Source: an optimization exercise on an open RTL-to-GDS flow (aim: small area, a short achievable clock period and few clock cycles per item). Production flows keep margins and buffers that such runs may drop.
Where RTL was checked, it was by simulation tests only, not by an equivalence proof against the original.
Only the layout flow was run in runs 3 and 4; the RTL was not checked for function there.
The clock port is modelled as an ideal driver, which makes a skipped or thinned clock tree look cheaper than it is; a real chip needs a root buffer or a tree.
Power and IR drop assume default switching activity.

$ cat flow/post_cts.tcl
# Sourced by ORFS's cts.tcl after clock tree synthesis.
source [file join [file dirname [info script]] procs.tcl]

drop_clock_root
set_dont_use {sky130_fd_sc_hd__dlygate* sky130_fd_sc_hd__clkdlybuf* sky130_fd_sc_hd__dlymetal*}
plain_port_buffers
detailed_placement
estimate_parasitics -placement
repair_design_helper
if {$::env(FLOW_DOWNSIZE) ne ""} {
  downsize_all $::env(FLOW_DOWNSIZE)
  detailed_placement
  estimate_parasitics -placement
  repair_design_helper
}
set dir $::env(RESULTS_DIR)
write_db $dir/my_probe.odb
write_sdc $dir/my_probe.sdc
set ::env(FLOW_PROBE_DB) $dir/my_probe.odb
set ::env(FLOW_PROBE_SDC) $dir/my_probe.sdc
set ::env(FLOW_PROBE_PROCS) [file join [file dirname [info script]] procs.tcl]
set probe_log $::env(LOG_DIR)/4_1_cts_probe.log
if {[info exists ::env(OPENROAD_EXE)]} { set exe $::env(OPENROAD_EXE) } else { set exe [info nameofexecutable] }
if {![info exists ::env(FLOW_PERIOD_NS)]} { set ::env(FLOW_PERIOD_NS) 5.0 }
if {[catch {exec $exe -no_init -exit [file join [file dirname [info script]] probe.tcl] > $probe_log 2>@1} err]} {
  puts "probe failed: $err"
}
set best_cost 1e30
set steps {}
set upto {}
foreach line [split [read [set f [open $probe_log]]] "\n"] {
  if {[regexp {^PROBE (\S+) (\S+)} $line -> margin cost]} {
    lappend steps $margin
    if {$cost < $best_cost} { set best_cost $cost; set upto $steps }
  }
}
close $f
if {$upto eq {}} { set upto $::env(FLOW_FALLBACK_STEPS) }
file delete $dir/my_probe.odb $dir/my_probe.sdc

foreach margin $upto {
  repair_timing -setup_margin $margin -repair_tns 100 -verbose
}
detailed_placement
check_placement -verbose
estimate_parasitics -placement
report_clock_latency -clock [all_clocks]
report_worst_slack -max
$ cat flow/procs.tcl
# Procedures for post_cts.tcl and probe.tcl.

proc drop_clock_root {} {
  set block [ord::get_db_block]
  set clknet [$block findNet clk]
  set roots {}
  foreach it [$clknet getITerms] { lappend roots [$it getInst] }
  if {[llength $roots] != 1} { puts "drop_clock_root: [llength $roots] roots, left alone"; return }
  set root [lindex $roots 0]
  set rnet [[$root findITerm X] getNet]
  set sinks {}
  foreach it [$rnet getITerms] { if {[$it isInputSignal]} { lappend sinks $it } }
  if {[llength $sinks] > 4} { puts "drop_clock_root: root drives [llength $sinks] pins, left alone"; return }
  foreach it $sinks { $it disconnect; $it connect $clknet }
  odb::dbInst_destroy $root
  odb::dbNet_destroy $rnet
  puts "drop_clock_root: clk now drives [llength [$clknet getITerms]] pins"
}

# Port buffers become plain buffers: buf_4 for the address and penable,
# whose paths are the critical ones, buf_2 for the other ports. Timing
# repair then sizes up those that need it.
proc plain_port_buffers {} {
  set db [ord::get_db]
  set big [$db findMaster sky130_fd_sc_hd__buf_4]
  set small [$db findMaster sky130_fd_sc_hd__buf_2]
  set n 0
  foreach inst [[ord::get_db_block] getInsts] {
    if {![regexp {^(input|output)[0-9]+$} [$inst getName]]} { continue }
    set port ""
    foreach it [$inst getITerms] {
      set net [$it getNet]
      if {$net ne "NULL" && [llength [$net getBTerms]] > 0} { set port [[lindex [$net getBTerms] 0] getName] }
    }
    if {[regexp {^(paddr|penable)} $port]} { set m $big } else { set m $small }
    if {[[$inst getMaster] getName] ne [$m getName]} { $inst swapMaster $m; incr n }
  }
  puts "plain_port_buffers: $n swapped"
}

# Every logic cell whose kind (base name) matches the pattern goes to the
# smallest drive strength of that kind; timing repair then sizes up what
# needs it.
proc downsize_all {{pattern .}} {
  set db [ord::get_db]
  set n 0
  set a0 0; set a1 0
  foreach inst [[ord::get_db_block] getInsts] {
    set m [$inst getMaster]
    set name [$m getName]
    if {![regexp {^(sky130_fd_sc_hd__[a-z0-9]+)_([0-9]+)$} $name -> base drive]} { continue }
    if {[regexp {clkbuf|clkinv|dly|tap|fill|decap|conb|diode} $base]} { continue }
    if {![regexp $pattern [regsub {^sky130_fd_sc_hd__} $base {}]]} { continue }
    if {[regexp {^(input|output)[0-9]+$} [$inst getName]]} { continue }
    if {[$inst isFixed]} { continue }
    set best $m
    foreach d {0 1 2} {
      set c [$db findMaster ${base}_$d]
      if {$c ne "NULL" && [$c getWidth] < [$best getWidth]} { set best $c }
    }
    if {$best ne $m} {
      set a0 [expr {$a0 + [$m getWidth]}]; set a1 [expr {$a1 + [$best getWidth]}]
      $inst swapMaster $best
      incr n
    }
  }
  puts "downsize_all: $n cells, width [expr {$a0/1000.0}] -> [expr {$a1/1000.0}] um"
}

# Standard-cell area without tap cells, in um^2.
proc cell_area {} {
  set a 0
  foreach inst [[ord::get_db_block] getInsts] {
    set m [$inst getMaster]
    if {[string match *tapvpwrvgnd* [$m getName]]} { continue }
    set a [expr {$a + [$m getWidth] * [$m getHeight] / 1e6}]
  }
  return $a
}

$ cat constraint.sdc
create_clock -name core_clock -period 5.0 [get_ports {clk}]
set_input_delay 1.0000 -clock core_clock [delete_from_list [all_inputs] [get_ports {clk}]]
set_output_delay 1.0000 -clock core_clock [all_outputs]
set_load 0.01 [all_outputs]
$ cat config.mk
export PLATFORM = sky130hd
export DESIGN_NAME = apb_fifo
export DESIGN_NICKNAME = apb_fifo
export VERILOG_FILES = /design/flow/design.v
export SDC_FILE = /design/flow/constraint.sdc
export NUM_CORES = 4
export LEC_CHECK = 0
export CAP_MARGIN = 20
export CORE_MARGIN = 2
export CORE_UTILIZATION = 65
export PLACE_DENSITY = 0.8
export SETUP_SLACK_MARGIN = 3.1
export SLEW_MARGIN = 20
export SYNTH_HIERARCHICAL = 1
export SYNTH_MINIMUM_KEEP_SIZE = 0
export TNS_END_PERCENT = 100
$ cat flow/run.sh
#!/bin/bash
# Standard layout (bash standard.sh, all ORFS steps), with changes to clock
# tree synthesis and the timing repair that follows it:
#  - TritonCTS builds smaller sink clusters of clkbuf_8 and no dummy loads;
set -euo pipefail
here=$(pwd)
export CTS_ARGS="-sink_clustering_enable -repair_clock_nets -dont_use_dummy_load -sink_clustering_size 16 -sink_clustering_max_diameter 50 -buf_list sky130_fd_sc_hd__clkbuf_8"
# ORFS's own repair after CTS is skipped: post_cts.tcl repairs in steps instead.
export SKIP_CTS_REPAIR_TIMING=1
export FLOW_REPAIR_STEPS="${FLOW_REPAIR_STEPS:-2.5 2.6 2.7 2.8 2.85 2.9 2.95 3.0 3.05 3.1 3.15 3.2}"
export FLOW_FALLBACK_STEPS="2.5 2.6 2.7 2.8 2.9"
export FLOW_DOWNSIZE="${FLOW_DOWNSIZE-^a22oi$}"
export POST_CTS_TCL="$here/flow/post_cts.tcl"
bash standard.sh > "$here/standard.log" 2>&1
$ cat design.v
module apb_fifo (
    input  wire        clk,
    input  wire        rst,
    input  wire        psel,
    input  wire [3:0]  paddr,
    input  wire [31:0] pwdata,
    input  wire        penable,
    input  wire        pwrite,
    output wire [31:0] prdata,
    output wire        pready
);
reg [31:0] mem [0:15];    
reg [15:0] vld;           
reg        wacc;          
reg [3:0]  wa;            
reg [3:0]  cnt;           
reg        rdy;           
reg        rdo;           
reg [31:0] rdq;           
wire setup = psel & ~penable;
wire full  = (cnt == 4'd15);
wire empty = (cnt == 4'd0);
wire [15:0] wsel = {16{wacc}} & (16'b1 << wa);    
always @(posedge clk or negedge rst) begin
    if (!rst) begin
        rdy  <= 1'b0;
        wacc <= 1'b0;
        cnt  <= 4'd0;
        vld  <= 16'b0;
    end else begin
        rdy  <= setup & (pwrite ? ~full : ~empty);
        wacc <= setup & pwrite & ~full;
        if (rdy)
            cnt <= pwrite ? cnt + 4'd1 : cnt - 4'd1;
        vld <= vld | wsel;
    end
end
wire [63:0] rsel;    
genvar c;
generate
    for (c = 0; c < 4; c = c + 1) begin : g_rsel
        apb_fifo_rsel u_rsel (.paddr(paddr), .vld(vld), .sel(rsel[16*c +: 16]));
    end
endgenerate
wire [31:0] rword;
genvar b, k;
generate
    for (b = 0; b < 32; b = b + 1) begin : g_rbit
        wire [7:0] t;
        wire [1:0] u;
        for (k = 0; k < 8; k = k + 1) begin : g_pair
            apb_fifo_aoi22 u_aoi (.a1(rsel[16*(b/8) + 2*k]), .a2(mem[2*k][b]),
                                  .b1(rsel[16*(b/8) + 2*k+1]), .b2(mem[2*k+1][b]), .y(t[k]));
        end
        apb_fifo_and4  u_a0 (.a(t[3:0]), .y(u[0]));
        apb_fifo_and4  u_a1 (.a(t[7:4]), .y(u[1]));
        apb_fifo_nand2 u_nd (.a(u[0]), .b(u[1]), .y(rword[b]));
    end
endgenerate
integer i;
always @(posedge clk) begin
    rdo <= setup & (pwrite ? ~full : ~empty);
    wa  <= paddr;
    for (i = 0; i < 16; i = i + 1)
        if (wsel[i])
            mem[i] <= pwdata;
    rdq <= rword;
end
assign prdata = rdq;
assign pready = rdo;
endmodule
module apb_fifo_aoi22 (input wire a1, a2, b1, b2, output wire y);
assign y = ~((a1 & a2) | (b1 & b2));
endmodule
module apb_fifo_and4 (input wire [3:0] a, output wire y);
assign y = &a;
endmodule
module apb_fifo_nand2 (input wire a, b, output wire y);
assign y = ~(a & b);
endmodule
module apb_fifo_rsel (
    input  wire [3:0]  paddr,
    input  wire [15:0] vld,
    output wire [15:0] sel
);
assign sel = vld & (16'b1 << paddr);
endmodule
$ cat flow/probe.tcl
foreach lef [list $::env(TECH_LEF) {*}$::env(SC_LEF)] { read_lef $lef }
foreach lib $::env(LIB_FILES) { read_liberty $lib }
read_db $::env(FLOW_PROBE_DB)
read_sdc $::env(FLOW_PROBE_SDC)
source $::env(PLATFORM_DIR)/setRC.tcl
set_dont_use $::env(DONT_USE_CELLS)
set_dont_use {sky130_fd_sc_hd__dlygate* sky130_fd_sc_hd__clkdlybuf* sky130_fd_sc_hd__dlymetal*}
source $::env(FLOW_PROBE_PROCS)
set_propagated_clock [all_clocks]
estimate_parasitics -placement
foreach margin $::env(FLOW_REPAIR_STEPS) {
  repair_timing -setup_margin $margin -repair_tns 100
  estimate_parasitics -placement
  set ws [worst_slack -max]
  puts "PROBE $margin [expr {[cell_area] * ($::env(FLOW_PERIOD_NS) - $ws)}] $ws [cell_area]"
}
$ cat standard.sh
#!/bin/bash
# synth_recipe.tcl (not shown) runs the flow's synth.tcl, then flattens the netlist and writes it again
# the make line also repeats each setting of config.mk as NAME=value (left out here)
make -C /OpenROAD-flow-scripts/flow DESIGN_CONFIG=/design/flow/config.mk WORK_HOME=/design/flow/orfs CLKGATE_MAP_FILE= SYNTH_SCRIPT=/design/flow/synth_recipe.tcl "${@:-finish}"
==> results.cfg, run 1 <==
[status]
status = finished clean

[synthesis]
synth_nets = 1131
yosysWarnings = 9
synth_area_leaders = edfxtp_1, a22oi_2, dfxtp_1
async_flop_share = 0.0385
synth_flop_cell = edfxtp_1
seq_area_frac_synth = 0.772
synth_seq_cells = 571
ys_types = 35
netlist_instances = 1087
synth_edf_count = 512
avgSynthCellArea_um2 = 19.9
yosys.area.top_type = edfxtp_1
syn-cell-area_mm2 = 0.0216
synth_top_area_frac = 0.712

[sta]
hold_ws_ns = 0.559
tns_ns = 0
skew_ns = 0.0447
fin_ws_ns = 3.10
relSlewSlack = 0.640
min_period_ns = 1.90
hold_violations = 0
clock.fmax_mhz = 526
grt_setup_unrepaired = yes
tightest_slew_ns = 0.540
slew_violations = 0
setup-violations-final = 0
period_share = 0.380

[setup_path]
crit_path_max_incr_delay_ns = 0.30
path_depth = 6
critPathTopFamily = simple AND/OR/NAND/NOR gates
endpoint_kind = flop
crit_type = input pin to flop
path_cells = buf_8 > nor2b_1 > and3_2 > a22oi_1 > and4_1 > nand2_1
crit_path_end = rdq[1]
r2r_setup_slack_ns = 3.17
reg2reg_depth = 3
cp_data_required_time_ns = 5.26
startpoint_type = input pin
r2r_start = wacc
critPathMaxFanout = 17
cp.arrival_ns = 2.16
cp.buffers_inverters = 1
rr_endpoint = mem[0][5]
startpoint = paddr[0]
slowest_stage = and3_2

[final_layout]
mostFrequentLayoutCell = edfxtp_1
nets = 1297
mostFrequentLayoutCells = edfxtp_1, a22oi_1, buf_2, and4_1, and3_4
drive_above_1_share = 0.244
area_delta_synth_final_pct = 5.94
diodes = 0
fill_cells = 2088

[floorplanning]
die_area_mm2 = 0.0347
fp.dieW_um = 186
fp-row-count = 66
io_pins = 74
initial_core_util = 0.662
coreArea_mm2 = 0.0326
die_y_um = 186

[min_path]
hp-class = input pin to asynchronous set/reset pin

[power]
seqPwrFrac = 0.681
power_switching_share = 0.212
ir_drop_uv = 255
internal-power_w = 0.00628
comb_power_share = 0.061
pwr-share-clk = 0.258
leakagePower_nw = 7.13
switchingPower_w = 0.00169
p_per_area_mw_per_mm2 = 349

[route]
drc = 0
drt_iter0_drc = 1044
routed_wirelength_um = 47000
num_vias = 11100
firstDrtPassIters = 5
postRouteAntennaNets = 0
routedWlPerCell_um = 27.7
vias_per_cell = 6.57

[grt]
grt_pass1_wl_um = 69700
antenna_found_initial = 0
grt_usage = 0.278
grt-ovfl-total = 0
grt_pass1_vias = 11500
grt_max_degree = 34

[cts]
cts.sinks = 571
path_clk_slew_ns = 0.09
clk_latency_ns = 0.41

[placed_design]
routabilityCongestion = 0.801
port_buffers = 73
post-place-ws_ns = 1.84
hpwl_um = 27700

[flow_run]
drv_cap = 0
==> modules after synthesis, one instance, submodules excluded <==
| module | cells | area [µm²] |
|---|---|---|
| apb_fifo | 639 | 17100 |
| apb_fifo_aoi22 | 1 | 12.5 |
| apb_fifo_nand2 | 1 | 3.75 |
| apb_fifo_rsel | 24 | 146 |
| apb_fifo_and4 | 1 | 8.76 |
==> layout make-up <==
cell class	instances	area [µm²]	area share
multi-input cells	513	4190	0.183
repair buffers	122	831	0.0363
flip-flops and latches	571	16700	0.730
clock buffers	43	592	0.0259
inverters	2	11.3	0.000493
well taps	442	553	0.0242
==> per-stage QoR <==
step	cell area, µm²	power, W	utilization	instances
final	22900	0.00797	0.701	1693
after global routing	22900	0.00822	0.701	1693
after detailed placement	23400	0.00607	0.716	1616
after global placement	23400	0.00604	0.716	1616
after floorplan	21900	0.00576	-	1087
==> Yosys cell counts (2+ instances only) <==
cell	count
a22oi_2	256
nand3b_1	2
nand3_1	5
nor2b_1	12
inv_1	2
ha_1	2
a21oi_1	3
nor3_1	3
dfrtp_1	22
dfxtp_1	37
nand2b_1	2
nand4_1	2
nor2_1	23
and3_1	64
and4_1	64
or2_2	11
and2b_1	4
or2_1	5
nor4b_1	2
and2_1	8
edfxtp_1	512
nand2_1	33
==> worst min path at each step <==
stage	from	to	slack, ns	depth (start not counted)
floorplan	vld[0]	vld[0]	0.47	1
global placement	mem[11][11]	rdq[11]	0.57	3
detailed placement	mem[11][11]	rdq[11]	0.58	3
global route	rst	vld[5]	0.58	1
finish	rst	rdy	0.56	1
==> state kept, by name (all words and copies together), names as in the netlist <==
register and count:
cnt 4, rdq 32, wa 4, rdy 1, wacc 1, vld 16, rdo 1, mem 512
==> metal layers <==
layer  routed length (µm)  global-route usage  vias up  share of wire
met2                22700               0.452      511           0.48
met1                19000               0.394     5666           0.41
met4                 1130              0.0753        0          0.024
met3                 4110              0.0506       84          0.087
li1                     -                   -     4869              -
met5                    0                   0        -              0
==> power groups by stage <==
stage | logic [W] | registers, W | clock network, W
2_1_floorplan | 0.000259 | 0.00550 | 0
3_3_place_gp | 0.000514 | 0.00553 | 0
3_5_place_dp | 0.000536 | 0.00553 | 0
5_1_grt | 0.000525 | 0.00544 | 0.00225
6_report | 0.000484 | 0.00543 | 0.00205
==> worst register-to-register path: stages (launching register included) <==
cell	delay [ns]
dfrtp_1	0.40
or3b_4	0.47
nor3_4	0.27
buf_4	0.34
==> kinds of logic (layout without fill, tap and decap cells) <==
group	after synthesis	in the layout	share of synthesized area
flops	571	571	0.772
compound gates	261	261	0.150
simple gates	245	245	0.0729
fa+ha+maj	3	3	0.00209
buf+inv	3	167	0.000870
xor+xnor	2	2	0.000812
mux	2	2	0.000986
Testbench counts, summed over its fixed seeds: cycles 6,400, transfers 3,200.
==> run 2, diff against run 1 <==
--- a/design.v
+++ b/design.v
@@ -11,25 +11,22 @@
 );
 reg [31:0] mem [0:15];    
 reg [15:0] vld;           
-reg        wacc;          
-reg [3:0]  wa;            
+reg [15:0] wsel;          
 reg [3:0]  cnt;           
 reg        rdy;           
-reg        rdo;           
 reg [31:0] rdq;           
 wire setup = psel & ~penable;
 wire full  = (cnt == 4'd15);
 wire empty = (cnt == 4'd0);
-wire [15:0] wsel = {16{wacc}} & (16'b1 << wa);    
 always @(posedge clk or negedge rst) begin
     if (!rst) begin
         rdy  <= 1'b0;
-        wacc <= 1'b0;
+        wsel <= 16'b0;
         cnt  <= 4'd0;
         vld  <= 16'b0;
     end else begin
         rdy  <= setup & (pwrite ? ~full : ~empty);
-        wacc <= setup & pwrite & ~full;
+        wsel <= (setup & pwrite & ~full) ? (16'b1 << paddr) : 16'b0;
         if (rdy)
             cnt <= pwrite ? cnt + 4'd1 : cnt - 4'd1;
         vld <= vld | wsel;
@@ -59,15 +56,13 @@
 endgenerate
 integer i;
 always @(posedge clk) begin
-    rdo <= setup & (pwrite ? ~full : ~empty);
-    wa  <= paddr;
     for (i = 0; i < 16; i = i + 1)
         if (wsel[i])
             mem[i] <= pwdata;
     rdq <= rword;
 end
 assign prdata = rdq;
-assign pready = rdo;
+assign pready = rdy;
 endmodule
 module apb_fifo_aoi22 (input wire a1, a2, b1, b2, output wire y);
 assign y = ~((a1 & a2) | (b1 & b2));
--- a/config.mk
+++ b/config.mk
@@ -7,8 +7,7 @@
 export LEC_CHECK = 0
 export CAP_MARGIN = 20
 export CORE_MARGIN = 2
-export CORE_UTILIZATION = 65
-export PLACE_DENSITY = 0.8
+export CORE_UTILIZATION = 55
 export SETUP_SLACK_MARGIN = 3.1
 export SLEW_MARGIN = 20
 export SYNTH_HIERARCHICAL = 1
==> run 2 against run 1 <==
Clock power grew 9%; via count shrank 0.84%; still clean; critical endpoint is now pready; highest routed layer unchanged; critical path type is now flop to output port; flip-flop and latch count grew 10.
==> results.cfg, run 2 <==
[power]
p_total_w = 0.00822
ir_drop_uv = 245
internal-power_w = 0.00645
comb_power_share = 0.058
leakagePower_nw = 7.09
p_per_area_mw_per_mm2 = 359
pwr-share-clk = 0.271
power_switching_share = 0.215
seqPwrFrac = 0.671
switchingPower_w = 0.00176

[setup_path]
endpoint_kind = output port
cp.buffers_inverters = 1
startpoint_type = flop
crit_type = flop to output port
critPathTopFamily = flip-flops
cp_data_required_time_ns = 4.00
crit_path_max_incr_delay_ns = 0.41
critPathMaxFanout = 2
cp.arrival_ns = 0.93
r2r_setup_slack_ns = 3.41
path_cells = buf_6
slowest_stage = dfrtp_2

[sta]
tns_ns = 0
clock.fmax_mhz = 518
grt_setup_unrepaired = yes
relSlewSlack = 0.233
min_period_ns = 1.93
slew_violations = 0
hold_violations = 0
period_share = 0.386
skew_ns = 0.0544
tightest_slew_ns = 1.15
setup-violations-final = 0

[final_layout]
top_regs = mem x512, rdq x32
drive_above_1_share = 0.214
final_cells = 1756
largest_register = mem
final_core_util = 0.581
largest_reg_flops = 512
nets = 1277
area_delta_synth_final_pct = 4.91
mostFrequentLayoutCells = edfxtp_1, a22oi_1, and4_1, and3_4, buf_2
fill_cells = 3081
final_area_mm2 = 0.0229
diodes = 0
mostFrequentLayoutCell = edfxtp_1

[floorplanning]
coreArea_mm2 = 0.0395
io_pins = 74
fp.dieW_um = 203
initial_core_util = 0.554
die_area_mm2 = 0.0413
die_y_um = 203
fp-row-count = 73

[synthesis]
synth_seq_cells = 581
synth_area_leaders = edfxtp_1, a22oi_2, dfrtp_1
synth_most_common_cell = edfxtp_1
ys_types = 33
syn-cell-area_mm2 = 0.0218
synth_flop_cell = edfxtp_1
synth_nets = 1143
async_flop_share = 0.0637
netlist_instances = 1099
avgSynthCellArea_um2 = 19.9
yosysWarnings = 9
synth_edf_count = 512
synth_top_area_frac = 0.704
yosys.area.top_type = edfxtp_1
seq_area_frac_synth = 0.775
synthTopCellsByCount = edfxtp_1, a22oi_2, and3_1, and4_1, dfrtp_1

[flow_run]
drv_cap = 0

[cts]
path_clk_slew_ns = 0.09
clk_latency_ns = 0.44
cts.sinks = 581

[route]
drt_iter0_drc = 768
firstDrtPassIters = 5
drc = 0
postRouteAntennaNets = 0
vias_per_cell = 6.29
num_vias = 11000
routed_wirelength_um = 51400
routedWlPerCell_um = 29.3

[grt]
grt_pass1_vias = 11300
grt_max_degree = 38
grt-ovfl-total = 0
grt_usage = 0.252
antenna_found_initial = 0
grt_pass1_wl_um = 74700

[placed_design]
place_inst = 1700
routabilityCongestion = 0.776
hpwl_um = 27900
port_buffers = 73
place_area_mm2 = 0.0235

[min_path]
hp-class = flop to flop

[status]
status = finished clean
[run 2: Yosys stat by module, one instance, submodules excluded]
module,times used,flops+latches
apb_fifo_rsel,4,0
apb_fifo_nand2,32,0
apb_fifo,1,581
apb_fifo_and4,64,0
apb_fifo_aoi22,256,0
[run 2: logic make-up (layout without fill, tap and decap cells)]
logic type / after synthesis / in the layout / synth area share
flops: 581 / 581 / 0.775
buf+inv: 3 / 135 / 0.000687
mux: 2 / 2 / 0.000973
compound gates: 261 / 261 / 0.148
fa+ha+maj: 3 / 3 / 0.00206
simple gates: 247 / 247 / 0.0720
xor+xnor: 2 / 2 / 0.000802
[run 2: worst paths after layout]
| kind | from | to | depth (start not counted) |
|---|---|---|---|
| worst max-delay path | rdy | pready | 1 |
| worst min-delay path | mem[11][10] | rdq[10] | 3 |
| worst max register to register | wsel[6] | mem[6][13] | 1 |
| worst min register to register | mem[11][10] | rdq[10] | 3 |
| max in group asynchronous | rst | wsel[15] | 2 |
| min in group asynchronous | rst | cnt[3] | 2 |
[run 2: through the flow]
stage | hold slack [ns] | setup WS, ns
floorplan | 0.470 | 2.91
global placement | 0.575 | 1.71
detailed placement | 0.583 | 1.66
global route | 0.625 | 3.02
finish | 0.588 | 3.07
[run 2: cell type report]
class	count	area (µm²)	share of cell area
Sequential cell	581	17000	0.741
Tap cell	525	657	0.0287
Timing Repair Buffer	85	627	0.0273
Clock buffer	48	661	0.0288
Inverter	2	11.3	0.000491
Multi-Input combinational cell	515	3980	0.173
[run 2: per-layer routing]
layer	track usage	vias up	routed length, µm
li1	-	4832	-
met5	0	-	0
met2	0.404	362	24500
met1	0.355	5746	22200
met4	0.0761	0	1450
met3	0.0486	97	3230
[run 2: power by group through the flow]
stage | registers (W) | logic, W | clock network, W
global placement | 0.00562 | 0.000515 | 0
floorplan | 0.00558 | 0.000254 | 0
detailed placement | 0.00562 | 0.000529 | 0
finish | 0.00551 | 0.000478 | 0.00223
global route | 0.00552 | 0.000524 | 0.00246
Testbench counts of run 2, summed over its fixed seeds: cycles 6,400, transfers 3,200.
==> run 3, diff against run 2 <==
--- a/design.v
+++ b/design.v
@@ -11,31 +11,34 @@
 );
 reg [31:0] mem [0:15];    
 reg [15:0] vld;           
-reg [15:0] wsel;          
+reg        wacc;          
+reg [3:0]  wa;            
 reg [3:0]  cnt;           
 reg        rdy;           
+reg        rdo;           
 reg [31:0] rdq;           
 wire setup = psel & ~penable;
 wire full  = (cnt == 4'd15);
 wire empty = (cnt == 4'd0);
+wire [15:0] wsel = {16{wacc}} & (16'b1 << wa);    
 always @(posedge clk or negedge rst) begin
     if (!rst) begin
         rdy  <= 1'b0;
-        wsel <= 16'b0;
+        wacc <= 1'b0;
         cnt  <= 4'd0;
         vld  <= 16'b0;
     end else begin
         rdy  <= setup & (pwrite ? ~full : ~empty);
-        wsel <= (setup & pwrite & ~full) ? (16'b1 << paddr) : 16'b0;
+        wacc <= setup & pwrite & ~full;
         if (rdy)
             cnt <= pwrite ? cnt + 4'd1 : cnt - 4'd1;
         vld <= vld | wsel;
     end
 end
-wire [63:0] rsel;    
+wire [31:0] rsel;    
 genvar c;
 generate
-    for (c = 0; c < 4; c = c + 1) begin : g_rsel
+    for (c = 0; c < 2; c = c + 1) begin : g_rsel
         apb_fifo_rsel u_rsel (.paddr(paddr), .vld(vld), .sel(rsel[16*c +: 16]));
     end
 endgenerate
@@ -46,8 +49,8 @@
         wire [7:0] t;
         wire [1:0] u;
         for (k = 0; k < 8; k = k + 1) begin : g_pair
-            apb_fifo_aoi22 u_aoi (.a1(rsel[16*(b/8) + 2*k]), .a2(mem[2*k][b]),
-                                  .b1(rsel[16*(b/8) + 2*k+1]), .b2(mem[2*k+1][b]), .y(t[k]));
+            apb_fifo_aoi22 u_aoi (.a1(rsel[16*(b/16) + 2*k]), .a2(mem[2*k][b]),
+                                  .b1(rsel[16*(b/16) + 2*k+1]), .b2(mem[2*k+1][b]), .y(t[k]));
         end
         apb_fifo_and4  u_a0 (.a(t[3:0]), .y(u[0]));
         apb_fifo_and4  u_a1 (.a(t[7:4]), .y(u[1]));
@@ -56,13 +59,15 @@
 endgenerate
 integer i;
 always @(posedge clk) begin
+    rdo <= setup & (pwrite ? ~full : ~empty);
+    wa  <= paddr;
     for (i = 0; i < 16; i = i + 1)
         if (wsel[i])
             mem[i] <= pwdata;
     rdq <= rword;
 end
 assign prdata = rdq;
-assign pready = rdy;
+assign pready = rdo;
 endmodule
 module apb_fifo_aoi22 (input wire a1, a2, b1, b2, output wire y);
 assign y = ~((a1 & a2) | (b1 & b2));
--- a/config.mk
+++ b/config.mk
@@ -7,7 +7,7 @@
 export LEC_CHECK = 0
 export CAP_MARGIN = 20
 export CORE_MARGIN = 2
-export CORE_UTILIZATION = 55
+export CORE_UTILIZATION = 65
 export SETUP_SLACK_MARGIN = 3.1
 export SLEW_MARGIN = 20
 export SYNTH_HIERARCHICAL = 1
==> run 3 against run 2 <==
Still clean; sequential share of layout area decreased by 2.9 points; worst hold slack got worse by 0.076 ns; die area decreased by 17%; cell count decreased by 3.4%; routed wire length decreased by 1.0%; total power decreased by 1.8%; worst setup slack improved by 0.0085 ns; critical path depth increased by 6; count of clock-buffer cells in the layout decreased by 2; clock skew increased by 0.0044 ns; sequential power decreased by 2%; combinational power increased by 6.9%.
==> results.cfg, run 3 <==
[status]
status = finished clean

[min_path]
hp-class = flop to flop

[final_layout]
nets = 1299
drive_above_1_share = 0.261
mostFrequentLayoutCell = edfxtp_1
seq_area_mm2 = 0.0167
final_area_mm2 = 0.0234
area_delta_synth_final_pct = 10.1
fill_cells = 2055
largest_reg_flops = 512
multi_input_area_mm2 = 0.00389
mostFrequentLayoutCells = edfxtp_1, a22oi_1, buf_2, and4_1, clkbuf_8
largest_register = mem
top_regs = mem x512, rdq x32, vld x16

[floorplanning]
fp.dieW_um = 185
initial_core_util = 0.658
die_area_mm2 = 0.0342
fp-row-count = 66
coreArea_mm2 = 0.0324
io_pins = 74
die_y_um = 185

[sta]
period_share = 0.384
tns_ns = 0
hold_ws_ns = 0.512
clock.fmax_mhz = 520
grt_setup_unrepaired = yes
setup-violations-final = 0
relSlewSlack = 0.634
slew_violations = 0
hold_violations = 0
tightest_slew_ns = 0.550
skew_ns = 0.0588
min_period_ns = 1.92

[setup_path]
cp_data_required_time_ns = 5.33
cp.arrival_ns = 2.25
endpoint_kind = flop
critPathMaxFanout = 9
crit_type = input pin to flop
crit_path_max_incr_delay_ns = 0.26
path_cells = buf_12 > and2b_2 > and3_4 > clkbuf_16 > a22oi_1 > and4_1 > nand2_1
slowest_stage = and2b_2
startpoint_type = input pin

[placed_design]
hpwl_um = 24800
place_area_mm2 = 0.0230
routabilityCongestion = 0.804
port_buffers = 73

[synthesis]
synthTopCellsByCount = edfxtp_1, a22oi_2, and4_1
async_flop_share = 0.0385
synth_area_leaders = edfxtp_1, a22oi_2, dfxtp_1
avgSynthCellArea_um2 = 20.5
syn-cell-area_mm2 = 0.0213
seq_area_frac_synth = 0.783
synth_most_common_cell = edfxtp_1
synth_top_area_frac = 0.722
synth_seq_cells = 571
synthMuxAreaShare = 0.000999
yosysWarnings = 9
synth_nets = 1083
synth_xor_xnor_area_share = 0.000823
yosys.area.top_type = edfxtp_1
synthAdderAreaFrac = 0.00212
ys_types = 35
synth_top_family_by_area = compound AO/OA/AOI/OAI gates
synth_edf_count = 512
synth_compound_area_frac = 0.152
yosys.area_share.simple = 0.0602
synth_flop_cell = edfxtp_1
netlist_instances = 1039

[cts]
cts.sinks = 571
path_clk_slew_ns = 0.09
clk_latency_ns = 0.43

[route]
routedWlPerCell_um = 30.0
drt_iter0_drc = 1396
drc = 0
firstDrtPassIters = 7
routed_wirelength_um = 50900
postRouteAntennaNets = 0
num_vias = 11300
vias_per_cell = 6.64

[grt]
antenna_found_initial = 3
grt_pass1_wl_um = 67900
grt_usage = 0.280
grt-ovfl-total = 0
grt_max_degree = 34
grt_pass1_vias = 10700

[power]
leakagePower_nw = 7.34
ir_drop_uv = 315
p_per_area_mw_per_mm2 = 345
p_total_w = 0.00807

[flow_run]
drv_cap = 0
-- run 3: cell families after synthesis --
logic type	Yosys count
AO/OA/AOI/OAI	261
XOR/XNOR	2
adder cells (fa/ha/maj)	3
buffers and inverters	3
flip-flops	571
multiplexers	2
AND/OR/NAND/NOR	197
-- run 3: area by class of cell --
type | count | area share
Inverter | 2 | 0.000481
Antenna cell | 1 | 0.000107
Timing Repair Buffer | 161 | 0.0706
Clock buffer | 46 | 0.0270
Sequential cell | 571 | 0.712
Tap cell | 442 | 0.0236
Multi-Input combinational cell | 473 | 0.166
-- run 3: per-module statistics from Yosys (local to each module, per instance) --
module	times used	cell area, µm²	cells
apb_fifo_aoi22	256	12.5	1
apb_fifo	1	17100	639
apb_fifo_nand2	32	3.75	1
apb_fifo_rsel	2	146	24
apb_fifo_and4	64	8.76	1
-- run 3: per-layer routing --
metal	track usage	up-vias	wire length [µm]
met5	0	-	30
met4	0.0768	4	1230
met3	0.0395	95	4910
met2	0.443	593	24000
met1	0.416	5760	20700
li1	-	4804	-
-- run 3: critical path: cells and delay by family --
family	cells	cell delay [ns]
AND/OR/NAND/NOR	4	0.76
AO/OA/AOI/OAI	1	0.20
buffers and inverters	2	0.29
-- run 3: final timing paths --
check | startpoint | to | slack, ns | cells after the start
worst max register to register | wa[1] | mem[8][27] | 3.14 | 3
min in group asynchronous | rst | vld[4] | 0.57 | 1
max in group asynchronous | rst | vld[11] | 4.03 | 1
worst min-delay path | vld[9] | vld[9] | 0.51 | 1
worst min register to register | vld[9] | vld[9] | 0.51 | 1
worst max-delay path | paddr[0] | rdq[30] | 3.08 | 7
-- run 3: power breakdown --
group          internal [W]  switching, W
logic              0.000230      0.000281
clock network      0.000824       0.00132
registers           0.00530      0.000110
-- run 3: through the flow --
step | std cells | setup WS, ns | util
2_1_floorplan | 1039 | 2.91 | -
3_5_place_dp | 1569 | 2.03 | 0.710
3_3_place_gp | 1569 | 2.06 | 0.710
6_report | 1696 | 3.08 | 0.724
5_1_grt | 1696 | 3.07 | 0.724
==> run 4, diff against run 3 <==
--- a/design.v
+++ b/design.v
@@ -35,10 +35,10 @@
         vld <= vld | wsel;
     end
 end
-wire [31:0] rsel;    
+wire [127:0] rsel;    
 genvar c;
 generate
-    for (c = 0; c < 2; c = c + 1) begin : g_rsel
+    for (c = 0; c < 8; c = c + 1) begin : g_rsel
         apb_fifo_rsel u_rsel (.paddr(paddr), .vld(vld), .sel(rsel[16*c +: 16]));
     end
 endgenerate
@@ -49,8 +49,8 @@
         wire [7:0] t;
         wire [1:0] u;
         for (k = 0; k < 8; k = k + 1) begin : g_pair
-            apb_fifo_aoi22 u_aoi (.a1(rsel[16*(b/16) + 2*k]), .a2(mem[2*k][b]),
-                                  .b1(rsel[16*(b/16) + 2*k+1]), .b2(mem[2*k+1][b]), .y(t[k]));
+            apb_fifo_aoi22 u_aoi (.a1(rsel[16*(b/4) + 2*k]), .a2(mem[2*k][b]),
+                                  .b1(rsel[16*(b/4) + 2*k+1]), .b2(mem[2*k+1][b]), .y(t[k]));
         end
         apb_fifo_and4  u_a0 (.a(t[3:0]), .y(u[0]));
         apb_fifo_and4  u_a1 (.a(t[7:4]), .y(u[1]));
==> run 4 against run 3 <==
Sequential power increased by 3%; critical path type unchanged; first-iteration DRC count increased by 9.2%; sequential share of layout area decreased by 2.2 points; highest routed layer is now met4; non-clock buffer count decreased by 32; clock skew decreased by 0.016 ns; flip-flop and latch count unchanged; combinational power increased by 11%; still clean on timing, DRC and antenna; register-to-register slack got worse by 0.02 ns.
==> results.cfg, run 4 <==
[sta]
clock.fmax_mhz = 508
period_share = 0.394
tns_ns = 0
hold_ws_ns = 0.576
hold_violations = 0
skew_ns = 0.0430
fin_ws_ns = 3.03
grt_setup_unrepaired = yes
min_period_ns = 1.97
relSlewSlack = 0.408
slew_violations = 0
setup-violations-final = 0
tightest_slew_ns = 0.888

[route]
postRouteAntennaNets = 0
drc = 0
num_vias = 12400
firstDrtPassIters = 5
routed_wirelength_um = 54500
vias_per_cell = 6.86
routedWlPerCell_um = 30.2
drt_iter0_drc = 1524

[setup_path]
reg2reg_depth = 4
startpoint_type = input pin
endpoint_kind = flop
critPathMaxFanout = 33
crit_type = input pin to flop
cp_data_required_time_ns = 5.29
slowest_stage = and4_1
path_cells = buf_4 > buf_12 > nor2b_2 > and3_4 > a22oi_2 > and4_1 > nand2_1
cp.buffers_inverters = 2
cp.arrival_ns = 2.26
path_depth = 7
critPathTopFamily = simple AND/OR/NAND/NOR gates
crit_path_max_incr_delay_ns = 0.24

[grt]
use_met1 = 0.444
grt_max_degree = 34
grt_usage = 0.299
gr-usage-met2 = 0.461
grt-ovfl-total = 0
antenna_found_initial = 2
grt_pass1_wl_um = 77900
grt_pass1_vias = 12300
gr-max-usage-layer = met2
use_met3 = 0.0531

[synthesis]
yosysWarnings = 9
synth_nets = 1227
synth_seq_cells = 571
synth_area_leaders = edfxtp_1, a22oi_2, and3_1
syn-cell-area_mm2 = 0.0222
synth_most_common_cell = edfxtp_1
ys_types = 35
seq_area_frac_synth = 0.752
async_flop_share = 0.0385
netlist_instances = 1183
synth_flop_cell = edfxtp_1
avgSynthCellArea_um2 = 18.7
synth_edf_count = 512
synthTopCellsByCount = edfxtp_1, a22oi_2, and3_1
yosys.area.top_type = edfxtp_1
synth_top_area_frac = 0.694

[final_layout]
mostFrequentLayoutCell = edfxtp_1
largest_register = mem
diodes = 0
area_delta_synth_final_pct = 9.01
mostFrequentLayoutCells = edfxtp_1, a22oi_1, a22oi_2, buf_2, and3_4
final_core_util = 0.721
nets = 1402
top_regs = mem x512, rdq x32, vld x16
drive_above_1_share = 0.312
largest_reg_flops = 512
fill_cells = 2068

[cts]
path_clk_slew_ns = 0.09
clk_latency_ns = 0.42
cts.sinks = 571

[power]
switchingPower_w = 0.00192
power_switching_share = 0.232
seqPwrFrac = 0.674
ir_drop_uv = 335
leakagePower_nw = 7.76
p_per_area_mw_per_mm2 = 342
internal-power_w = 0.00635
comb_power_share = 0.068
p_total_w = 0.00827
pwr-share-clk = 0.258

[floorplanning]
die_y_um = 189
fp.dieW_um = 189
die_area_mm2 = 0.0356
fp-row-count = 67
initial_core_util = 0.661
coreArea_mm2 = 0.0335
io_pins = 74

[min_path]
hp-class = input pin to asynchronous set/reset pin

[flow_run]
drv_cap = 0

[placed_design]
hpwl_um = 32300
routabilityCongestion = 0.832
post-place-ws_ns = 1.43
port_buffers = 73

[status]
status = finished clean
==> run 4: cell count changes after synthesis, sizes merged <==
cell and change:
and2b +6, nor2 +12, and3 +96, and2 +12
nor2b +18
==> run 4: cells by family (layout without fill, tap and decap cells) <==
| logic type | count (synthesis) | after routing | share of synthesized area |
|---|---|---|---|
| flip-flops | 571 | 571 | 0.752 |
| multiplexers | 2 | 2 | 0.000960 |
| buffers and inverters | 3 | 176 | 0.000847 |
| XOR/XNOR | 2 | 2 | 0.000790 |
| adder cells (fa/ha/maj) | 3 | 3 | 0.00203 |
| AO/OA/AOI/OAI | 261 | 261 | 0.146 |
| AND/OR/NAND/NOR | 341 | 341 | 0.0974 |
==> run 4: routing by layer <==
metal / vias up / part of all wire
met2: 715 / 0.46
met3: 120 / 0.11
met5: - / 0
met1: 6303 / 0.41
li1: 5244 / -
met4: 0 / 0.031
==> run 4: path summary, 6_finish.rpt <==
check                                start         end  slack (ns)
min in group core_clock         mem[3][20]     rdq[20]        0.58
worst min-delay path                   rst      vld[6]        0.58
worst max-delay path              paddr[1]     rdq[30]        3.03
max in group asynchronous              rst      vld[9]        4.01
worst max register to register        wacc  mem[0][20]        3.12
worst min register to register  mem[3][20]     rdq[20]        0.58
==> run 4: cell type report <==
cell class                      instances  area (µm²)  share of cell area
Clock buffer                           45         619              0.0256
Sequential cell                       571       16700               0.690
Multi-Input combinational cell        609        5220               0.216
Inverter                                2        11.3            0.000466
Tap cell                              448         561              0.0232
Timing Repair Buffer                  129        1070              0.0444
==> run 4: power groups by stage <==
stage	combinational [W]	sequential [W]	clock [W]
global placement	0.000549	0.00565	0
finish	0.000565	0.00557	0.00213
detailed placement	0.000564	0.00565	0
global route	0.000609	0.00556	0.00233
floorplan	0.000275	0.00551	0
==> run 4: Yosys stat by module (local to each module, per instance) <==
module,cells inside,times used,flops+latches
apb_fifo_rsel,24,8,0
apb_fifo_nand2,1,32,0
apb_fifo_aoi22,1,256,0
apb_fifo_and4,1,64,0
apb_fifo,639,1,571
==> run 4: through the flow <==
| step | instances | cell area [µm²] |
|---|---|---|
| after detailed placement | 1723 | 23900 |
| after global routing | 1804 | 24200 |
| after floorplan | 1183 | 22400 |
| final | 1804 | 24200 |
| after global placement | 1722 | 23900 |
==> run 5, diff against run 4 <==
--- a/design.v
+++ b/design.v
@@ -35,10 +35,10 @@
         vld <= vld | wsel;
     end
 end
-wire [127:0] rsel;    
+wire [63:0] rsel;    
 genvar c;
 generate
-    for (c = 0; c < 8; c = c + 1) begin : g_rsel
+    for (c = 0; c < 4; c = c + 1) begin : g_rsel
         apb_fifo_rsel u_rsel (.paddr(paddr), .vld(vld), .sel(rsel[16*c +: 16]));
     end
 endgenerate
@@ -49,8 +49,8 @@
         wire [7:0] t;
         wire [1:0] u;
         for (k = 0; k < 8; k = k + 1) begin : g_pair
-            apb_fifo_aoi22 u_aoi (.a1(rsel[16*(b/4) + 2*k]), .a2(mem[2*k][b]),
-                                  .b1(rsel[16*(b/4) + 2*k+1]), .b2(mem[2*k+1][b]), .y(t[k]));
+            apb_fifo_aoi22 u_aoi (.a1(rsel[16*(b/8) + 2*k]), .a2(mem[2*k][b]),
+                                  .b1(rsel[16*(b/8) + 2*k+1]), .b2(mem[2*k+1][b]), .y(t[k]));
         end
         apb_fifo_and4  u_a0 (.a(t[3:0]), .y(u[0]));
         apb_fifo_and4  u_a1 (.a(t[7:4]), .y(u[1]));
--- a/flow/run.sh
+++ b/flow/run.sh
@@ -11,4 +11,7 @@
 export FLOW_FALLBACK_STEPS="2.5 2.6 2.7 2.8 2.9"
 export FLOW_DOWNSIZE="${FLOW_DOWNSIZE-^a22oi$}"
 export POST_CTS_TCL="$here/flow/post_cts.tcl"
+# After global routing, post_grt.tcl repairs timing further in these steps.
+export FLOW_GRT_STEPS="${FLOW_GRT_STEPS-3.12 3.15}"
+export POST_GLOBAL_ROUTE_TCL="$here/flow/post_grt.tcl"
 bash standard.sh > "$here/standard.log" 2>&1
==> flow/post_grt.tcl (new file) <==
# Sourced by ORFS's global_route.tcl after its own timing repair: further
# repair in steps of growing margin with global-routing parasitics, as
# ORFS's step does it, then the route guides are written again.
log_cmd estimate_parasitics -global_routing
foreach margin $::env(FLOW_GRT_STEPS) {
  repair_timing -setup_margin $margin -repair_tns 100 -verbose
}
log_cmd global_route -start_incremental
log_cmd detailed_placement
log_cmd global_route -end_incremental
check_placement -verbose
log_cmd estimate_parasitics -global_routing
report_worst_slack -max
write_guides $::env(RESULTS_DIR)/route.guide
==> run 5 against run 4 <==
Still clean; via count shrank 10%; critical endpoint is now prdata[11]; count of clock-buffer cells in the layout grew 1; design area shrank 4.5%; maximum frequency grew 3.8%; worst hold slack lost 0.014 ns; register-to-register slack gained 0.06 ns.
==> results.cfg, run 5 <==
[floorplanning]
coreArea_mm2 = 0.0326
fp.dieW_um = 186
fp-row-count = 66
io_pins = 74
initial_core_util = 0.662
die_y_um = 186
die_area_mm2 = 0.0347

[synthesis]
synthTopCellsByCount = edfxtp_1, a22oi_2, and3_1, and4_1, dfxtp_1
netlist_instances = 1087
yosys.area.top_type = edfxtp_1
avgSynthCellArea_um2 = 19.9
synth_edf_count = 512
synth_most_common_cell = edfxtp_1
seq_area_frac_synth = 0.772
synth_nets = 1131
syn-cell-area_mm2 = 0.0216
synth_seq_cells = 571
ys_types = 35
yosysWarnings = 9
synth_flop_cell = edfxtp_1
synth_top_area_frac = 0.712
synth_area_leaders = edfxtp_1, a22oi_2, dfxtp_1
async_flop_share = 0.0385

[setup_path]
slowest_stage = dfxtp_4
crit_type = flop to output port
reg2reg_depth = 3
cp_data_required_time_ns = 4.00
startpoint_type = flop
cp.buffers_inverters = 1
path_depth = 1
endpoint_kind = output port
path_cells = buf_6
critPathMaxFanout = 1
critPathTopFamily = flip-flops
crit_path_max_incr_delay_ns = 0.37
cp.arrival_ns = 0.90

[sta]
slew_violations = 0
tightest_slew_ns = 0.528
hold_violations = 0
fin_ws_ns = 3.10
skew_ns = 0.0386
clock.fmax_mhz = 527
min_period_ns = 1.90
relSlewSlack = 0.648
period_share = 0.380
tns_ns = 0
setup-violations-final = 0

[cts]
clk_latency_ns = 0.41
cts.sinks = 571
path_clk_slew_ns = 0.09

[flow_run]
drv_cap = 0

[placed_design]
post-place-ws_ns = 1.84
port_buffers = 73
hpwl_um = 27500
place_area_mm2 = 0.0234
routabilityCongestion = 0.814
place_inst = 1617

[route]
routed_wirelength_um = 46700
routedWlPerCell_um = 27.5
drc = 0
vias_per_cell = 6.53
drt_iter0_drc = 1051
firstDrtPassIters = 5
num_vias = 11100
postRouteAntennaNets = 0

[min_path]
hp-class = input pin to asynchronous set/reset pin

[final_layout]
final_cells = 1701
largest_reg_flops = 512
area_delta_synth_final_pct = 6.98
drive_above_1_share = 0.264
mostFrequentLayoutCell = edfxtp_1
final_area_mm2 = 0.0231
top_regs = mem x512, rdq x32, vld x16
nets = 1305
final_core_util = 0.708
mostFrequentLayoutCells = edfxtp_1, a22oi_1, buf_2, and3_4, and4_1
diodes = 0
largest_register = mem

[power]
ir_drop_uv = 235
leakagePower_nw = 7.22
p_per_area_mw_per_mm2 = 349

[grt]
antenna_found_initial = 0
grt_max_degree = 34
grt_pass1_wl_um = 68500
grt-ovfl-total = 0
grt_usage = 0.275
grt_pass1_vias = 11000

[status]
status = finished clean
## run 5: per-module statistics from Yosys (local to each module, per instance)
module	times used	cells
apb_fifo_rsel	4	24
apb_fifo_and4	64	1
apb_fifo_aoi22	256	1
apb_fifo_nand2	32	1
apb_fifo	1	639
## run 5: cell type report
cell class / instances / area, µm²
fillers: 2086 / 9530
repair buffers: 127 / 901
clock buffers: 46 / 633
multi-input cells: 513 / 4300
flip-flops and latches: 571 / 16700
inverters: 2 / 11.3
well taps: 442 / 553
## run 5: path summary, 6_finish.rpt
kind,startpoint,to,slack (ns)
max in group asynchronous,rst,cnt[3],4.07
max,rdq[11],prdata[11],3.10
min reg2reg,mem[11][8],rdq[8],0.59
min,rst,vld[10],0.56
max reg2reg,wacc,mem[0][8],3.18
min in group core_clock,mem[11][8],rdq[8],0.59
## run 5: layer usage
metal  global-route usage  share of wire
met1                0.416           0.44
met3               0.0463          0.078
met5                    0              0
met2                0.430           0.47
met4               0.0620          0.017
## run 5: kinds of logic (layout without fill, tap and decap cells)
family          Yosys count  after routing  share of synthesized area
fa+ha+maj                 3              3                    0.00209
buf+inv                   3            175                   0.000870
flops                   571            571                      0.772
compound gates          261            261                      0.150
simple gates            245            245                     0.0729
mux                       2              2                   0.000986
xor+xnor                  2              2                   0.000812
## run 5: where the power goes
part | switching [W] | leakage [nW] | total (W) | internal, W
registers | 0.000129 | 5.19 | 0.00543 | 0.00530
logic | 0.000281 | 1.70 | 0.000508 | 0.000227
clock network | 0.00130 | 0.331 | 0.00212 | 0.000824
## run 5: metrics by stage
step	total power, W	hold slack, ns
floorplan	0.00576	0.466
global placement	0.00604	0.569
detailed placement	0.00606	0.577
finish	0.00806	0.562
Testbench counts of run 5, summed over its fixed seeds: cycles 6,400, transfers 3,200.
==> run 6, diff against run 5 <==
--- a/design.v
+++ b/design.v
@@ -14,7 +14,7 @@
 reg        wacc;          
 reg [3:0]  wa;            
 reg [3:0]  cnt;           
-reg        rdy;           
+reg        racc;          
 reg        rdo;           
 reg [31:0] rdq;           
 wire setup = psel & ~penable;
@@ -23,15 +23,19 @@
 wire [15:0] wsel = {16{wacc}} & (16'b1 << wa);    
 always @(posedge clk or negedge rst) begin
     if (!rst) begin
-        rdy  <= 1'b0;
+        rdo  <= 1'b0;
         wacc <= 1'b0;
+        racc <= 1'b0;
         cnt  <= 4'd0;
         vld  <= 16'b0;
     end else begin
-        rdy  <= setup & (pwrite ? ~full : ~empty);
+        rdo  <= setup & (pwrite ? ~full : ~empty);
         wacc <= setup & pwrite & ~full;
-        if (rdy)
-            cnt <= pwrite ? cnt + 4'd1 : cnt - 4'd1;
+        racc <= setup & ~pwrite & ~empty;
+        if (wacc)
+            cnt <= cnt + 4'd1;
+        else if (racc)
+            cnt <= cnt - 4'd1;
         vld <= vld | wsel;
     end
 end
@@ -59,7 +63,6 @@
 endgenerate
 integer i;
 always @(posedge clk) begin
-    rdo <= setup & (pwrite ? ~full : ~empty);
     wa  <= paddr;
     for (i = 0; i < 16; i = i + 1)
         if (wsel[i])
==> run 6 against run 5 <==
Non-clock buffer count fell by 10; still clean; die area barely moved; maximum frequency fell by 0.59%; sequential share of layout area fell by 0.17 points; first-iteration DRC count rose by 9.4%; register-to-register slack got worse by 0.02 ns.
==> results.cfg, run 6 <==
[grt]
antenna_found_initial = 1
grt_usage = 0.282
grt_pass1_vias = 11100
grt_pass1_wl_um = 69900
grt-ovfl-total = 0
grt_max_degree = 34

[placed_design]
port_buffers = 73
place_area_mm2 = 0.0233
hpwl_um = 28300
place_inst = 1614
routabilityCongestion = 0.786

[sta]
slew_violations = 0
hold_violations = 0
clock.fmax_mhz = 523
setup-violations-final = 0
tightest_slew_ns = 0.563
tns_ns = 0
min_period_ns = 1.91
period_share = 0.382
skew_ns = 0.0420
relSlewSlack = 0.625

[final_layout]
mostFrequentLayoutCell = edfxtp_1
area_delta_synth_final_pct = 7.45
largest_register = mem
top_regs = mem x512, rdq x32, vld x16
diodes = 0
mostFrequentLayoutCells = edfxtp_1, a22oi_1, and3_4, and4_1, buf_2
largest_reg_flops = 512
fill_cells = 2071
nets = 1289
multi_input_area_mm2 = 0.00439
final_area_mm2 = 0.0232
seq_area_mm2 = 0.0167
final_cells = 1685
drive_above_1_share = 0.287

[synthesis]
ys_types = 33
synth_top_area_frac = 0.713
yosys.area.top_type = edfxtp_1
syn-cell-area_mm2 = 0.0216
synth_nets = 1127
synth_area_leaders = edfxtp_1, a22oi_2, dfxtp_1
synth_edf_count = 512
avgSynthCellArea_um2 = 19.9
netlist_instances = 1083
yosysWarnings = 9
synth_flop_cell = edfxtp_1
synthTopCellsByCount = edfxtp_1, a22oi_2, and4_1
synth_seq_cells = 571
async_flop_share = 0.0403
synth_most_common_cell = edfxtp_1
seq_area_frac_synth = 0.773

[setup_path]
startpoint = rdo
crit_type = flop to output port
crit_path_max_incr_delay_ns = 0.38
r2r_start = wacc
path_cells = buf_2
cp.buffers_inverters = 1
startpoint_type = flop
critPathTopFamily = flip-flops
cp_data_required_time_ns = 4.00
cp.arrival_ns = 0.91
endpoint_kind = output port
critPathMaxFanout = 1
slowest_stage = dfrtp_1

[route]
drc = 0
routed_wirelength_um = 47700
vias_per_cell = 6.57
drt_iter0_drc = 1150
firstDrtPassIters = 5
num_vias = 11100
postRouteAntennaNets = 0
routedWlPerCell_um = 28.3

[floorplanning]
fp.dieW_um = 186
coreArea_mm2 = 0.0326
io_pins = 74
die_area_mm2 = 0.0346
fp-row-count = 66
initial_core_util = 0.661
die_y_um = 186

[power]
internal-power_w = 0.00631
ir_drop_uv = 289
switchingPower_w = 0.00170
seqPwrFrac = 0.678
comb_power_share = 0.065
power_switching_share = 0.212
leakagePower_nw = 7.16
p_per_area_mw_per_mm2 = 346
pwr-share-clk = 0.257

[cts]
cts.sinks = 571
clk_latency_ns = 0.41
path_clk_slew_ns = 0.09

[status]
status = finished clean

[flow_run]
drv_cap = 0

[min_path]
hp-class = flop to flop
min_from = cnt[2]
-- run 6: worst paths after layout --
path,slack (ns),depth (start not counted),endpoint
setup / recovery,3.09,1,pready
hold / removal,0.53,2,cnt[2]
setup reg to reg,3.16,4,mem[0][30]
hold reg to reg,0.53,2,cnt[2]
max in group asynchronous,4.02,1,wacc
min in group asynchronous,0.58,1,racc
-- run 6: worst reg2reg max path: stages, from the launching register on --
cell and delay (ns):
dfrtp_2 0.46, or3b_4 0.47, nor3_4 0.14, buf_6 0.15
buf_4 0.29
-- run 6: power by group through the flow --
stage          Combinational (W)  Clock, W  Sequential (W)
2_1_floorplan           0.000252         0         0.00549
3_3_place_gp            0.000512         0         0.00552
3_5_place_dp            0.000526         0         0.00552
6_report                0.000518   0.00206         0.00543
-- run 6: area by class of cell --
cell class / count / share of cell area
well taps: 442 / 0.0239
inverters: 2 / 0.000486
flip-flops and latches: 571 / 0.721
multi-input cells: 510 / 0.189
clock buffers: 43 / 0.0255
repair buffers: 117 / 0.0394
-- run 6: per-stage QoR --
| step | setup slack, ns | utilization | total power (W) | hold slack [ns] |
|---|---|---|---|---|
| after floorplan | 2.89 | - | 0.00574 | 0.466 |
| after global placement | 1.87 | 0.715 | 0.00603 | 0.507 |
| after detailed placement | 1.81 | 0.715 | 0.00604 | 0.523 |
| final | 3.09 | 0.710 | 0.00801 | 0.532 |
-- run 6: cells by family after synthesis --
group                    Yosys count  synth area share
AO/OA/AOI/OAI                    263             0.151
buffers and inverters              2          0.000348
XOR/XNOR                           2          0.000813
multiplexers                       1          0.000522
adder cells (fa/ha/maj)            3           0.00209
AND/OR/NAND/NOR                  241            0.0716
flip-flops                       571             0.773
-- run 6: routing by layer --
layer | global-route usage | up-vias | routed length (µm)
li1 | - | 4850 | -
met1 | 0.419 | 5673 | 20100
met2 | 0.453 | 495 | 23000
met3 | 0.0425 | 59 | 3920
met4 | 0.0576 | 0 | 697
met5 | 0 | - | 0
-- run 6: modules after synthesis (local to each module, per instance) --
module / copies in the design / area, µm² / cells inside / flops+latches
apb_fifo: 1 / 17100 / 635 / 571
apb_fifo_and4: 64 / 8.76 / 1 / 0
apb_fifo_aoi22: 256 / 12.5 / 1 / 0
apb_fifo_nand2: 32 / 3.75 / 1 / 0
apb_fifo_rsel: 4 / 146 / 24 / 0
Testbench counts of run 6, summed over its fixed seeds: cycles 6,400, transfers 3,200.
==> run 7, diff against run 6 <==
--- a/flow/run.sh
+++ b/flow/run.sh
@@ -11,7 +11,4 @@
 export FLOW_FALLBACK_STEPS="2.5 2.6 2.7 2.8 2.9"
 export FLOW_DOWNSIZE="${FLOW_DOWNSIZE-^a22oi$}"
 export POST_CTS_TCL="$here/flow/post_cts.tcl"
-# After global routing, post_grt.tcl repairs timing further in these steps.
-export FLOW_GRT_STEPS="${FLOW_GRT_STEPS-3.12 3.15}"
-export POST_GLOBAL_ROUTE_TCL="$here/flow/post_grt.tcl"
 bash standard.sh > "$here/standard.log" 2>&1
removed: flow/post_grt.tcl
==> run 7 against run 6 <==
Register-to-register slack got worse by 0.02 ns; clock skew rose by 0.0012 ns; core utilization fell by 1.1 points; synthesized cell count did not move; critical path depth did not move; flip-flop and latch count did not move; still clean; sequential power barely moved; critical endpoint unchanged; maximum frequency rose by 0.21%.
==> results.cfg, run 7 <==
[setup_path]
startpoint = rdo
cp.buffers_inverters = 1
crit_path_end = pready
slowest_stage = dfrtp_1
startpoint_type = flop
reg2reg_depth = 4
path_cells = buf_2
rr_endpoint = mem[0][30]
critPathTopFamily = flip-flops
cp.arrival_ns = 0.91
r2r_start = wacc
crit_path_max_incr_delay_ns = 0.38
path_depth = 1
crit_type = flop to output port
r2r_setup_slack_ns = 3.14
endpoint_kind = output port
cp_data_required_time_ns = 4.00
critPathMaxFanout = 1

[sta]
skew_ns = 0.0432
clock.fmax_mhz = 525
period_share = 0.381
slew_violations = 0
relSlewSlack = 0.618
hold_violations = 0
grt_setup_unrepaired = yes
tightest_slew_ns = 0.574
min_period_ns = 1.91
setup-violations-final = 0
tns_ns = 0

[final_layout]
largest_reg_flops = 512
diodes = 0
area_delta_synth_final_pct = 5.80
mostFrequentLayoutCells = edfxtp_1, a22oi_1, buf_2, and4_1, and3_4
nets = 1287
mostFrequentLayoutCell = edfxtp_1
fill_cells = 2111
top_regs = mem x512, rdq x32, vld x16
final_cells = 1683
drive_above_1_share = 0.243
largest_register = mem

[synthesis]
synth_top_area_frac = 0.713
seq_area_frac_synth = 0.773
synth_most_common_cell = edfxtp_1
synth_nets = 1127
async_flop_share = 0.0403
avgSynthCellArea_um2 = 19.9
synth_area_leaders = edfxtp_1, a22oi_2, dfxtp_1
syn-cell-area_mm2 = 0.0216
yosysWarnings = 9
netlist_instances = 1083
ys_types = 33
synth_flop_cell = edfxtp_1
synth_edf_count = 512
synth_seq_cells = 571
synthTopCellsByCount = edfxtp_1, a22oi_2, and4_1
yosys.area.top_type = edfxtp_1

[floorplanning]
io_pins = 74
fp-row-count = 66
fp.dieW_um = 186
die_y_um = 186
coreArea_mm2 = 0.0326
initial_core_util = 0.661
die_area_mm2 = 0.0346

[route]
firstDrtPassIters = 5
num_vias = 11000
routedWlPerCell_um = 28.3
postRouteAntennaNets = 0
drt_iter0_drc = 1194
vias_per_cell = 6.54
drc = 0
routed_wirelength_um = 47700

[power]
p_per_area_mw_per_mm2 = 349
leakagePower_nw = 7.10
ir_drop_uv = 289

[grt]
grt-ovfl-total = 0
grt_usage = 0.282
grt_max_degree = 34
grt_pass1_wl_um = 69900
antenna_found_initial = 1
grt_pass1_vias = 11100

[placed_design]
hpwl_um = 28300
port_buffers = 73
place_inst = 1614
routabilityCongestion = 0.786

[flow_run]
drv_cap = 0

[cts]
path_clk_slew_ns = 0.09
clk_latency_ns = 0.41
cts.sinks = 571

[status]
status = finished clean

[min_path]
hp-class = flop to flop
-- run 7: changes by cell type in the layout (fill, tap and decap cells not counted), moves of 3 or more --
cell / previous run / this run
a22oi_1: 207 / 240
a22oi_2: 49 / 16
buf_2: 55 / 69
buf_6: 36 / 24
dfxtp_1: 11 / 19
dfxtp_2: 23 / 15
nor2_1: 7 / 11
nor2_2: 4 / 0
and3_2: 3 / 6
and3_4: 61 / 58
and4_1: 60 / 63
and4_4: 5 / 2
-- run 7: metal layers --
layer | wire (µm) | global-route usage
met1 | 20200 | 0.419
met4 | 735 | 0.0576
met5 | 0 | 0
met2 | 23000 | 0.453
met3 | 3710 | 0.0425
-- run 7: worst min-delay path by stage --
stage,start,endpoint,slack [ns],cells past startpoint
after floorplan,vld[0],vld[0],0.47,1
after global placement,cnt[2],cnt[2],0.51,2
after detailed placement,cnt[2],cnt[2],0.52,2
after global routing,rst,vld[3],0.59,1
final,cnt[2],cnt[2],0.53,2
-- run 7: cells by family after synthesis --
family,share of synthesized area
buffers and inverters,0.000348
AND/OR/NAND/NOR,0.0716
XOR/XNOR,0.000813
flip-flops,0.773
adder cells (fa/ha/maj),0.00209
multiplexers,0.000522
AO/OA/AOI/OAI,0.151
-- run 7: power by group --
| group | total [W] | internal, W | switching, W |
|---|---|---|---|
| sequential | 0.00542 | 0.00530 | 0.000121 |
| combinational | 0.000477 | 0.000200 | 0.000277 |
| clock | 0.00206 | 0.000774 | 0.00129 |
| total | 0.00796 | 0.00627 | 0.00169 |
-- run 7: through the flow --
step                setup slack (ns)  power [W]  hold slack (ns)  instance area (µm²)  utilization
floorplan                       2.89    0.00574            0.466                21900            -
global placement                1.87    0.00603            0.507                23300        0.715
detailed placement              1.81    0.00604            0.523                23300        0.715
global route                    3.06    0.00822            0.590                22800        0.699
finish                          3.09    0.00796            0.533                22800        0.699
-- run 7: modules after synthesis (local to each module, per instance) --
module | flops+latches | area [µm²]
apb_fifo | 571 | 17100
apb_fifo_and4 | 0 | 8.76
apb_fifo_aoi22 | 0 | 12.5
apb_fifo_nand2 | 0 | 3.75
apb_fifo_rsel | 0 | 146
-- run 7: layout make-up --
type | instances | area, µm² | share of cell area
well taps | 442 | 553 | 0.0242
multi-input cells | 510 | 4170 | 0.183
flip-flops and latches | 571 | 16700 | 0.732
repair buffers | 115 | 793 | 0.0348
inverters | 2 | 7.51 | 0.000329
clock buffers | 43 | 592 | 0.0259
-- run 7: worst min-delay path, stage by stage (launching register included) --
cell and delay, ns:
dfrtp_1 0.38, nand2_1 0.05, o21ai_0 0.07
==> run 8, diff against run 7 <==
--- a/config.mk
+++ b/config.mk
@@ -7,7 +7,7 @@
 export LEC_CHECK = 0
 export CAP_MARGIN = 20
 export CORE_MARGIN = 2
-export CORE_UTILIZATION = 65
+export CORE_UTILIZATION = 60
 export SETUP_SLACK_MARGIN = 3.1
 export SLEW_MARGIN = 20
 export SYNTH_HIERARCHICAL = 1
==> run 8 against run 7 <==
Die area rose by 8.1%; first-iteration DRC count decreased by 5.2%; worst setup slack worse by 0.026 ns; via count rose by 1.4%; highest routed layer is now met5; clock skew fell by 0.0039 ns; design area rose by 0.39%; global-route usage shrank 0.94 points; synthesized cell count did not move.
==> results.cfg, run 8 <==
[status]
status = finished clean

[final_layout]
largest_reg_flops = 512
mostFrequentLayoutCells = edfxtp_1, a22oi_1, buf_2, and4_1, and3_4
mostFrequentLayoutCell = edfxtp_1
final_core_util = 0.645
nets = 1297
area_delta_synth_final_pct = 6.21
final_cells = 1712
top_regs = mem x512, rdq x32, vld x16
diodes = 0
fill_cells = 2498
largest_register = mem
drive_above_1_share = 0.243

[power]
leakagePower_nw = 7.12
p_total_w = 0.00802
p_per_area_mw_per_mm2 = 350
ir_drop_uv = 261

[setup_path]
rr_endpoint = mem[11][11]
critPathTopFamily = flip-flops
crit_type = flop to output port
path_cells = buf_6
cp.arrival_ns = 0.93
reg2reg_depth = 3
crit_path_end = pready
cp.buffers_inverters = 1
slowest_stage = dfrtp_1
startpoint_type = flop
crit_path_max_incr_delay_ns = 0.39
critPathMaxFanout = 1
r2r_setup_slack_ns = 3.17
startpoint = rdo
endpoint_kind = output port
path_depth = 1
cp_data_required_time_ns = 4.00
r2r_start = wa[0]

[floorplanning]
fp-row-count = 69
io_pins = 74
coreArea_mm2 = 0.0355
fp.dieW_um = 194
initial_core_util = 0.608
die_y_um = 194
die_area_mm2 = 0.0375

[synthesis]
async_flop_share = 0.0403
yosysWarnings = 9
netlist_instances = 1083
synth_top_area_frac = 0.713
synth_area_leaders = edfxtp_1, a22oi_2, dfxtp_1
synthTopCellsByCount = edfxtp_1, a22oi_2, and4_1
synth_most_common_cell = edfxtp_1
seq_area_frac_synth = 0.773
ys_types = 33
syn-cell-area_mm2 = 0.0216
avgSynthCellArea_um2 = 19.9
synth_nets = 1127
synth_edf_count = 512
synth_flop_cell = edfxtp_1
synth_seq_cells = 571
yosys.area.top_type = edfxtp_1

[sta]
hold_violations = 0
slew_violations = 0
grt_setup_unrepaired = yes
clock.fmax_mhz = 517
min_period_ns = 1.93
period_share = 0.387
relSlewSlack = 0.569
skew_ns = 0.0393
tns_ns = 0
tightest_slew_ns = 0.645
setup-violations-final = 0

[route]
firstDrtPassIters = 5
routed_wirelength_um = 50600
vias_per_cell = 6.52
routedWlPerCell_um = 29.5
drt_iter0_drc = 1132
num_vias = 11200
postRouteAntennaNets = 0
drc = 0

[grt]
antenna_found_initial = 4
grt_usage = 0.272
grt-ovfl-total = 0
grt_max_degree = 34
grt_pass1_vias = 11300
grt_pass1_wl_um = 74900

[flow_run]
drv_cap = 0

[cts]
path_clk_slew_ns = 0.09
cts.sinks = 571
clk_latency_ns = 0.42

[placed_design]
port_buffers = 73
place_inst = 1634
hpwl_um = 29100
routabilityCongestion = 0.824

[min_path]
hp-class = input pin to asynchronous set/reset pin
-- run 8: cell counts after synthesis --
No cell type changed its count.
-- run 8: power breakdown --
group / leakage [nW] / switching [W] / internal [W]
Sequential: 5.20 / 0.000124 / 0.00530
Clock: 0.324 / 0.00130 / 0.000807
Combinational: 1.60 / 0.000276 / 0.000204
-- run 8: worst register-to-register path, cell delays in order, from the launching register on --
cell and delay (ns):
dfxtp_2 0.51, nand2b_1 0.31, nor2_4 0.24, buf_4 0.42
-- run 8: cell families (layout without fill, tap and decap cells) --
family          count (synthesis)  count (layout)  share of synthesized area
mux                             1               1                   0.000522
compound gates                263             263                      0.151
buf+inv                         2             168                   0.000348
simple gates                  241             243                     0.0716
fa+ha+maj                       3               3                    0.00209
flops                         571             571                      0.773
xor+xnor                        2               2                   0.000813
-- run 8: area by class of cell --
cell class / count / area [µm²] / area share
repair buffers: 121 / 837 / 0.0366
inverters: 2 / 7.51 / 0.000328
multi-input cells: 512 / 4160 / 0.182
clock buffers: 45 / 619 / 0.0270
flip-flops and latches: 571 / 16700 / 0.729
well taps: 461 / 577 / 0.0252
-- run 8: worst min path at each step --
stage | to | slack, ns | cells past startpoint
detailed placement | cnt[2] | 0.54 | 2
floorplan | vld[0] | 0.47 | 1
global placement | cnt[2] | 0.51 | 2
finish | rdo | 0.56 | 1
global route | cnt[2] | 0.59 | 2
-- run 8: Yosys stat by module (local to each module, per instance) --
module	cell area (µm²)	cells
apb_fifo_nand2	3.75	1
apb_fifo_rsel	146	24
apb_fifo_aoi22	12.5	1
apb_fifo	17100	635
apb_fifo_and4	8.76	1
-- run 8: per-layer routing --
layer / part of all wire / up-vias / wire length [µm] / global-route usage
li1: - / 4877 / - / -
met1: 0.43 / 5763 / 21600 / 0.404
met2: 0.48 / 428 / 24100 / 0.428
met3: 0.068 / 99 / 3420 / 0.0370
met4: 0.029 / 2 / 1460 / 0.0811
met5: 0.00032 / - / 16 / 0
-- run 8: through the flow --
step	worst slack, ns	cell area [µm²]	hold slack [ns]
final	3.07	22900	0.558
after global routing	3.03	22900	0.592
after detailed placement	1.86	23400	0.537
after global placement	1.90	23400	0.509
after floorplan	2.89	21900	0.466

port drivers added, routing unchanged:
How much do the figures lean on ideal ports? The routed layouts below were timed once more, with nothing changed but the port constraints. Step 1 assumes that a clkbuf_16 drives the clock port and a buf_2 every other input. Step 2 times the ports against the registers' clock, not the clock port: input delays grow and output delays shrink by t, the midpoint of the rising clock arrivals with the driver on. Three values: no drivers, after step 1, after step 2; two values: the first two.
| run | shift t [ns] | slack for setup (ns) |
|---|---|---|
| run 1 | 0.467 | 3.100 / 3.040 / 2.627 |
| run 2 | 0.508 | 3.070 / 2.971 / 2.629 |
| run 3 | 0.483 | 3.079 / 3.018 / 2.617 |
| run 4 | 0.488 | 3.030 / 2.977 / 2.490 |
| run 5 | 0.470 | 3.101 / 3.023 / 2.691 |
| run 6 | 0.470 | 3.090 / 3.007 / 2.677 |
| run 7 | 0.470 | 3.094 / 3.011 / 2.663 |
| run 8 | 0.479 | 3.067 / 2.990 / 2.628 |
After both steps setup and hold are still met in every run listed.
